What follows belongs to an exercise in optimizing a design on an open flow for small area and a short achievable clock period; a production flow would make more cautious choices. At most, simulation tests tie the RTL to the original design; equivalence was not proved.

run 1:
// MAC
module MAC #(parameter ABIT = 16, BBIT = 16, EBIT = 8)
(
	i_clk,
	i_a, i_b, i_loadVal,
	i_load, i_add, i_useMul,
	o_result
);
	input i_clk, i_load, i_add, i_useMul;
	input signed [15:0] i_a;
	input signed [15:0] i_b;
	input signed [39:0] i_loadVal;
	output signed [39:0] o_result;
  reg [39:0] S;
  reg [27:0] C;   
  wire one1;
  wire two2;
  wire neg3;
  wire x4;
  wire x5;
  wire x6;
  wire x7;
  wire x8;
  wire x9;
  wire x10;
  wire x11;
  wire x12;
  wire x13;
  wire x14;
  wire x15;
  wire x16;
  wire x17;
  wire x18;
  wire x19;
  wire pp20;
  wire pp21;
  wire pp22;
  wire pp23;
  wire pp24;
  wire pp25;
  wire pp26;
  wire pp27;
  wire pp28;
  wire pp29;
  wire pp30;
  wire pp31;
  wire pp32;
  wire pp33;
  wire pp34;
  wire pp35;
  wire pp36;
  wire pp37;
  wire negc38;
  wire one39;
  wire two40;
  wire neg41;
  wire x42;
  wire x43;
  wire x44;
  wire x45;
  wire x46;
  wire x47;
  wire x48;
  wire x49;
  wire x50;
  wire x51;
  wire x52;
  wire x53;
  wire x54;
  wire x55;
  wire x56;
  wire x57;
  wire pp58;
  wire pp59;
  wire pp60;
  wire pp61;
  wire pp62;
  wire pp63;
  wire pp64;
  wire pp65;
  wire pp66;
  wire pp67;
  wire pp68;
  wire pp69;
  wire pp70;
  wire pp71;
  wire pp72;
  wire pp73;
  wire pp74;
  wire pp75;
  wire negc76;
  wire one77;
  wire two78;
  wire neg79;
  wire x80;
  wire x81;
  wire x82;
  wire x83;
  wire x84;
  wire x85;
  wire x86;
  wire x87;
  wire x88;
  wire x89;
  wire x90;
  wire x91;
  wire x92;
  wire x93;
  wire x94;
  wire x95;
  wire pp96;
  wire pp97;
  wire pp98;
  wire pp99;
  wire pp100;
  wire pp101;
  wire pp102;
  wire pp103;
  wire pp104;
  wire pp105;
  wire pp106;
  ...
clock: 12.0 ns
lec_check: 0
cap_margin: 20
core_margin: 2
core_utilization: 60
cts_buf_list: sky130_fd_sc_hd__clkbuf_4 sky130_fd_sc_hd__clkbuf_8
place_density: 0.75
slew_margin: 20
standard.sh (not shown) runs the stock make flow with config.mk's settings and CLKGATE_MAP_FILE= SYNTH_SCRIPT=/design/flow/synth_recipe.tcl, a recipe that flattens the netlist after the stock synthesis.
==> flow/flow/run.sh <==
#!/bin/bash
set -euo pipefail
export BUFFER_PORTS_ARGS="-buffer_cell sky130_fd_sc_hd__buf_2"
export SYNTH_ARGS="-noabc"
export SETUP_SLACK_MARGIN=6.5
bash standard.sh > standard.log 2>&1
### run 1 -> run 2
Settings: CORE_UTILIZATION changed from 60 to 70; PLACE_DENSITY removed (was 0.75).
==> flow/flow/run.sh <==
#!/bin/bash
set -euo pipefail
export BUFFER_PORTS_ARGS="-buffer_cell sky130_fd_sc_hd__buf_1"
export SETUP_SLACK_MARGIN=6.5
bash standard.sh > standard.log 2>&1
### Flow results
Comparing run 1 and run 2, the lower post-synthesis net count is on run 1.
Route | run 2 vs run 1 | wire longer in run 2
Taking run 1 as the reference, in run 2 port buffer count now sits at about the same level, non-clock buffer count lost 20, non-clock inverter instance count of the final layout picked up an extra 200%.
In summary, run 2 completed successfully, with a layout that passed the timing, design-rule and antenna checks.
In run 2 relative to run 1, overall via count from detail_route had gone up by more than 10%.
## Diff of input files: run 3 against run 2
Settings: CTS_BUF_LIST no longer set, was sky130_fd_sc_hd__clkbuf_4 sky130_fd_sc_hd__clkbuf_8; CORE_UTILIZATION now 60, was 70.
==> flow/flow/run.sh <==
#!/bin/bash
set -euo pipefail
export BUFFER_PORTS_ARGS="-buffer_cell sky130_fd_sc_hd__buf_2"
export SETUP_SLACK_MARGIN=6.0
bash standard.sh > standard.log 2>&1
### Flow results
Run 2 → run 3: die height now larger, number of distinct library cell variants in the gate-level netlist after synthesis comparable.
The worst-skew pair later-pin latency number comes out higher for run 2 vs run 3.
The core of run 3 is less densely filled than that of run 2.
Fmax deteriorates in run 3 relative to run 2.
In the flow results for run 3 and run 2, the clock-pin transition on the worst setup and hold timing paths is larger on run 2.
Inputs modified between run 3 and run 4:
==> flow/flow/run.sh <==
#!/bin/bash
set -euo pipefail
export BUFFER_PORTS_ARGS="-buffer_cell sky130_fd_sc_hd__buf_2"
export SETUP_SLACK_MARGIN=7.0
bash standard.sh > standard.log 2>&1
Results
- Worst setup slack was lower in run 3 than in run 4.
- Re footprint of the multi-input gates: run 3 was lower than run 4.
- Compared with run 3, run 4 instantiates a larger number of cells.
- In the reports for run 3 and run 4, the smaller worst reg2reg path depth belongs to run 4.
- Area of all placed cells without fillers in run 4 is about 17% above run 3.
- Met1 layer wirelength in the final routing: run 4 vs run 3 up about 1.2%
- Final hold slack: run 4 vs run 3 up 37 ps
- Looking at fraction of standard cell area in multi-input logic across run 3 and run 4, the one that comes out lower is run 4.
- Of run 3 and run 4, run 3 shows the lower average via count per standard cell, with run 4 above it.

========
Starting RTL as in the previous note.
Settings: LEC_CHECK=0, CAP_MARGIN=20, CORE_MARGIN=2, CORE_UTILIZATION=70, CTS_BUF_LIST=sky130_fd_sc_hd__clkbuf_4 sky130_fd_sc_hd__clkbuf_8, SLEW_MARGIN=20; clock period 12.0 ns.
==> flow/flow/run.sh <==
#!/bin/bash
set -euo pipefail
export BUFFER_PORTS_ARGS="-buffer_cell sky130_fd_sc_hd__buf_2"
export SETUP_SLACK_MARGIN=6.5
bash standard.sh > standard.log 2>&1
Rerun with:
==> flow/flow/run.sh (replaced) <==
#!/bin/bash
set -euo pipefail
export BUFFER_PORTS_ARGS="-buffer_cell sky130_fd_sc_hd__buf_2"
export SYNTH_ARGS="-noabc"
export SETUP_SLACK_MARGIN=6.5
bash standard.sh > standard.log 2>&1
--- a/flow/config.mk
+++ b/flow/config.mk
@@ -8,5 +8,5 @@
 export CAP_MARGIN = 20
 export CORE_MARGIN = 2
-export CORE_UTILIZATION = 70
+export CORE_UTILIZATION = 60
 export CTS_BUF_LIST = sky130_fd_sc_hd__clkbuf_4 sky130_fd_sc_hd__clkbuf_8
 export SLEW_MARGIN = 20
Synthesized cell count goes down by 13%.
Critical path depth goes up by 3.
Count of clock-buffer cells in the layout is unchanged.
Fmax goes down by 1.7%.
Flip-flop and latch count stays the same.
Rerun with:
--- a/flow/config.mk
+++ b/flow/config.mk
@@ -10,3 +10,4 @@
 export CORE_UTILIZATION = 60
 export CTS_BUF_LIST = sky130_fd_sc_hd__clkbuf_4 sky130_fd_sc_hd__clkbuf_8
+export PLACE_DENSITY = 0.8
 export SLEW_MARGIN = 20
=> Routed wire length rises by 0.91%. Non-clock buffer count falls by 1. Die area is unchanged. Global-route usage rises by 0.46 points. Worst setup slack improves by 43 ps. Clock-buffer cell count rises by 2. Core utilization falls by 1.5 points. Final cell count hardly moves.
Rerun with:
--- a/flow/config.mk
+++ b/flow/config.mk
@@ -10,4 +10,4 @@
 export CORE_UTILIZATION = 60
 export CTS_BUF_LIST = sky130_fd_sc_hd__clkbuf_4 sky130_fd_sc_hd__clkbuf_8
-export PLACE_DENSITY = 0.8
+export PLACE_DENSITY = 0.7
 export SLEW_MARGIN = 20
Outcome:
- die area does not change
- area after synthesis does not change
- cell count is about the same
- first-iteration DRC count is lower by roughly a tenth
- register-to-register slack loses 60 ps
- final area fell slightly
- worst setup slack is better by 28 ps
- routed wire length shrinks by a few percent
- via count goes down slightly
Rerun with:
==> flow/flow/run.sh (replaced) <==
#!/bin/bash
set -euo pipefail
export BUFFER_PORTS_ARGS="-buffer_cell sky130_fd_sc_hd__buf_2"
export SYNTH_ARGS="-noabc"
export SETUP_SLACK_MARGIN=6.7
bash standard.sh > standard.log 2>&1
--- a/flow/config.mk
+++ b/flow/config.mk
@@ -10,4 +10,3 @@
 export CORE_UTILIZATION = 60
 export CTS_BUF_LIST = sky130_fd_sc_hd__clkbuf_4 sky130_fd_sc_hd__clkbuf_8
-export PLACE_DENSITY = 0.7
 export SLEW_MARGIN = 20
What happened: The new run completed with no timing, DRC or antenna violations; area after synthesis does not change; worst setup slack improved by 26 ps; synthesized cell count is unchanged; worst hold slack improved by 10 ps; global-route usage climbs by 1.6 points; final cell count climbs by about 2%; sequential cell count stays the same; non-clock buffer count climbs by 26; count of clock-buffer cells in the layout is unchanged; critical path depth is unchanged.
Rerun with:
==> flow/flow/run.sh (replaced) <==
#!/bin/bash
set -euo pipefail
export BUFFER_PORTS_ARGS="-buffer_cell sky130_fd_sc_hd__buf_2"
export SYNTH_ARGS="-noabc"
export SETUP_SLACK_MARGIN=6.5
bash standard.sh > standard.log 2>&1
--- a/flow/config.mk
+++ b/flow/config.mk
@@ -6,7 +6,8 @@
 export NUM_CORES = 4
 export LEC_CHECK = 0
-export CAP_MARGIN = 20
+export CAP_MARGIN = 5
 export CORE_MARGIN = 2
 export CORE_UTILIZATION = 60
 export CTS_BUF_LIST = sky130_fd_sc_hd__clkbuf_4 sky130_fd_sc_hd__clkbuf_8
-export SLEW_MARGIN = 20
+export PLACE_DENSITY = 0.7
+export SLEW_MARGIN = 5
- first-iteration DRC count falls by about 20%
- final cell count falls by 2.0%
- non-clock buffer count fell by 26
- final area is lower by about 7%
- die area stays the same
- worst hold slack degrades by 10 ps

========
Another version of the RTL of MAC (not shown whole).
Size: ~1,200 cells after synthesis, ~71 flip-flops, about 120 I/O pins.
==> flow/config.mk <==
export PLATFORM = sky130hd
export DESIGN_NAME = MAC
export DESIGN_NICKNAME = MAC
export VERILOG_FILES = /design/flow/design.v
export SDC_FILE = /design/flow/constraint.sdc
export NUM_CORES = 4
export LEC_CHECK = 0
export CAP_MARGIN = 20
export CORE_MARGIN = 2
export CORE_UTILIZATION = 60
export SLEW_MARGIN = 20
==> flow/constraint.sdc <==
create_clock -name core_clock -period 12.0 [get_ports {i_clk}]
set_input_delay 2.4000 -clock core_clock [delete_from_list [all_inputs] [get_ports {i_clk}]]
set_output_delay 2.4000 -clock core_clock [all_outputs]
set_load 0.01 [all_outputs]
==> flow/flow/run.sh <==
#!/bin/bash
set -euo pipefail
export BUFFER_PORTS_ARGS="-buffer_cell sky130_fd_sc_hd__buf_2"
export SETUP_SLACK_MARGIN=7.0
bash standard.sh > standard.log 2>&1
The first run finished with timing, DRC and antenna clean.
Change:
==> flow/flow/run.sh (replaced) <==
#!/bin/bash
set -euo pipefail
export BUFFER_PORTS_ARGS="-buffer_cell sky130_fd_sc_hd__buf_2"
export SETUP_SLACK_MARGIN=6.5
bash standard.sh > standard.log 2>&1
First-iteration DRC count falls by 29%.
Global-route usage went down by 5.3 points.
No run of this note included a check of the RTL's function; only the layout flow was run.

========
Setup of v6:
MAC with an RTL version that a note above also has.
Size in the first run: about 1200 cells after synthesis, ~68 flip-flops, roughly 120 I/O pins, about 10000 um2 of cells after synthesis.
export LEC_CHECK = 0
export CAP_MARGIN = 20
export CORE_MARGIN = 2
export CORE_UTILIZATION = 60
export CTS_BUF_LIST = sky130_fd_sc_hd__clkbuf_4 sky130_fd_sc_hd__clkbuf_8
export SLEW_MARGIN = 20
create_clock -name core_clock -period 12.0 [get_ports {i_clk}]
==> flow/flow/run.sh <==
#!/bin/bash
set -euo pipefail
export BUFFER_PORTS_ARGS="-buffer_cell sky130_fd_sc_hd__buf_2"
export SETUP_SLACK_MARGIN=6.5
bash standard.sh > standard.log 2>&1
v6 was carried through to the last stage, and its layout satisfied the timing, design-rule and antenna checks.
Changes in v7 relative to v6:
-- flow/flow/run.sh --
<<< v6, line 4
export SETUP_SLACK_MARGIN=6.5
>>> v7, line 4
export SYNTH_ARGS="-noabc"
export SETUP_SLACK_MARGIN=6.6
-- flow/config.mk --
<<< v6, line 12
>>> v7, line 12
export PLACE_DENSITY = 0.7
Results
The number of global-route vias before repair of v7 falls short of that of v6 by about 2.6%.
The run showing the smaller number of buffers outside the clock class in the layout is v6.
v7 vs. v6: area occupied by multi-input gates went up by about 4.4%.
v7 against v6; total wirelength of the detailed-routed design is up by a few percent.
Taking v6 over v7, the number of library cell types mapped by synthesis ratio works out to 1.08.

========
Setup of run X:
MAC again, from the RTL that the note above started with.
clock: 12.0 ns
lec_check: 0
cap_margin: 20
core_margin: 2
core_utilization: 60
slew_margin: 20
==> flow/flow/run.sh <==
#!/bin/bash
set -euo pipefail
export BUFFER_PORTS_ARGS="-buffer_cell sky130_fd_sc_hd__buf_2"
export SETUP_SLACK_MARGIN=6.5
bash standard.sh > standard.log 2>&1
Run X: full flow OK, the timing, design-rule and antenna checks passed
[inputs] run A vs run X
Settings: setting CTS_BUF_LIST to sky130_fd_sc_hd__clkbuf_4 sky130_fd_sc_hd__clkbuf_8 for the first time; setting PLACE_DENSITY to 0.7 for the first time.
[summary]
Of run X and run A, the run reporting the higher final instance area was run X.
Looking only at first-pass GRT wire length, and setting everything else aside, the higher value of run X and run A goes to run A.
Comparing run X and run A, the lower number of post-CTS setup repair buffers is on run A.
Min routed wire length across run X and run A: run X
Diff run X -> run A: clock skew stayed essentially flat, setup slack stayed essentially flat.

## what the ideal ports hide
The flow's constraints put no driver on any port. The routed layouts listed below were extracted and timed again, unchanged, in two steps. Step 1 sets driving cells, clkbuf_16 on the clock port and buf_2 on the other inputs (assumed; they add their load-dependent delay and slew). Step 2 adds t to the input delays and takes it off the output delays; t is the mean of the earliest and latest rising clock arrival at the registers after step 1. Input paths then give back, and output paths get back, about the clock's delay inside the block. Three values: ideal, step 1, step 2; two values: the first two.
run	t (ns)	setup slack, ns	hold WS [ns]	worst setup path after step 2	clock arrival spread, ns
run 1	0.417	6.531 / 6.534 / 6.117	0.651 / 0.651 / 0.651	input to register	0.018 / 0.018
run 2	0.380	6.473 / 6.471 / 6.092	0.705 / 0.705 / 0.705	input to register	0.020 / 0.019
run 3	0.376	6.164 / 6.189 / 5.813	0.678 / 0.678 / 0.678	input to register	0.010 / 0.010
run 4	0.378	6.533 / 6.537 / 6.160	0.714 / 0.714 / 0.714	input to register	0.013 / 0.013
the first run of note 2	0.391	6.563 / 6.496 / 6.105	0.704 / 0.704 / 0.704	input to register	0.009 / 0.009
the second run of note 2	0.412	6.469 / 6.473 / 6.060	0.647 / 0.647 / 0.647	input to register	0.018 / 0.017
the third run of note 2	0.402	6.512 / 6.528 / 6.126	0.663 / 0.663 / 0.663	input to register	0.014 / 0.014
the fourth run of note 2	0.407	6.540 / 6.561 / 6.154	0.646 / 0.646 / 0.646	input to register	0.016 / 0.016
the fifth run of note 2	0.403	6.566 / 6.557 / 6.153	0.656 / 0.656 / 0.656	input to register	0.018 / 0.017
the sixth run of note 2	0.407	6.540 / 6.561 / 6.154	0.646 / 0.646 / 0.646	input to register	0.016 / 0.016
the first run of note 3	0.384	6.443 / 6.399 / 6.041	0.762 / 0.762 / 0.762	input to register	0.009 / 0.009
the second run of note 3	0.381	6.489 / 6.445 / 6.124	0.730 / 0.730 / 0.730	input to register	0.006 / 0.006
v6	0.379	6.559 / 6.522 / 6.183	0.691 / 0.691 / 0.691	input to register	0.014 / 0.013
v7	0.415	6.550 / 6.538 / 6.137	0.654 / 0.654 / 0.654	input to register	0.020 / 0.020
run X	0.366	6.579 / 6.549 / 6.183	0.689 / 0.689 / 0.689	input to register	0.010 / 0.010
run A	0.382	6.578 / 6.540 / 6.163	0.722 / 0.722 / 0.722	input to register	0.013 / 0.013
After both steps setup and hold are still met in every run listed. For the first run of note 2, which loses most, drivers alone change the setup slack by -0.067 ns; drivers and shift together by -0.458 ns.
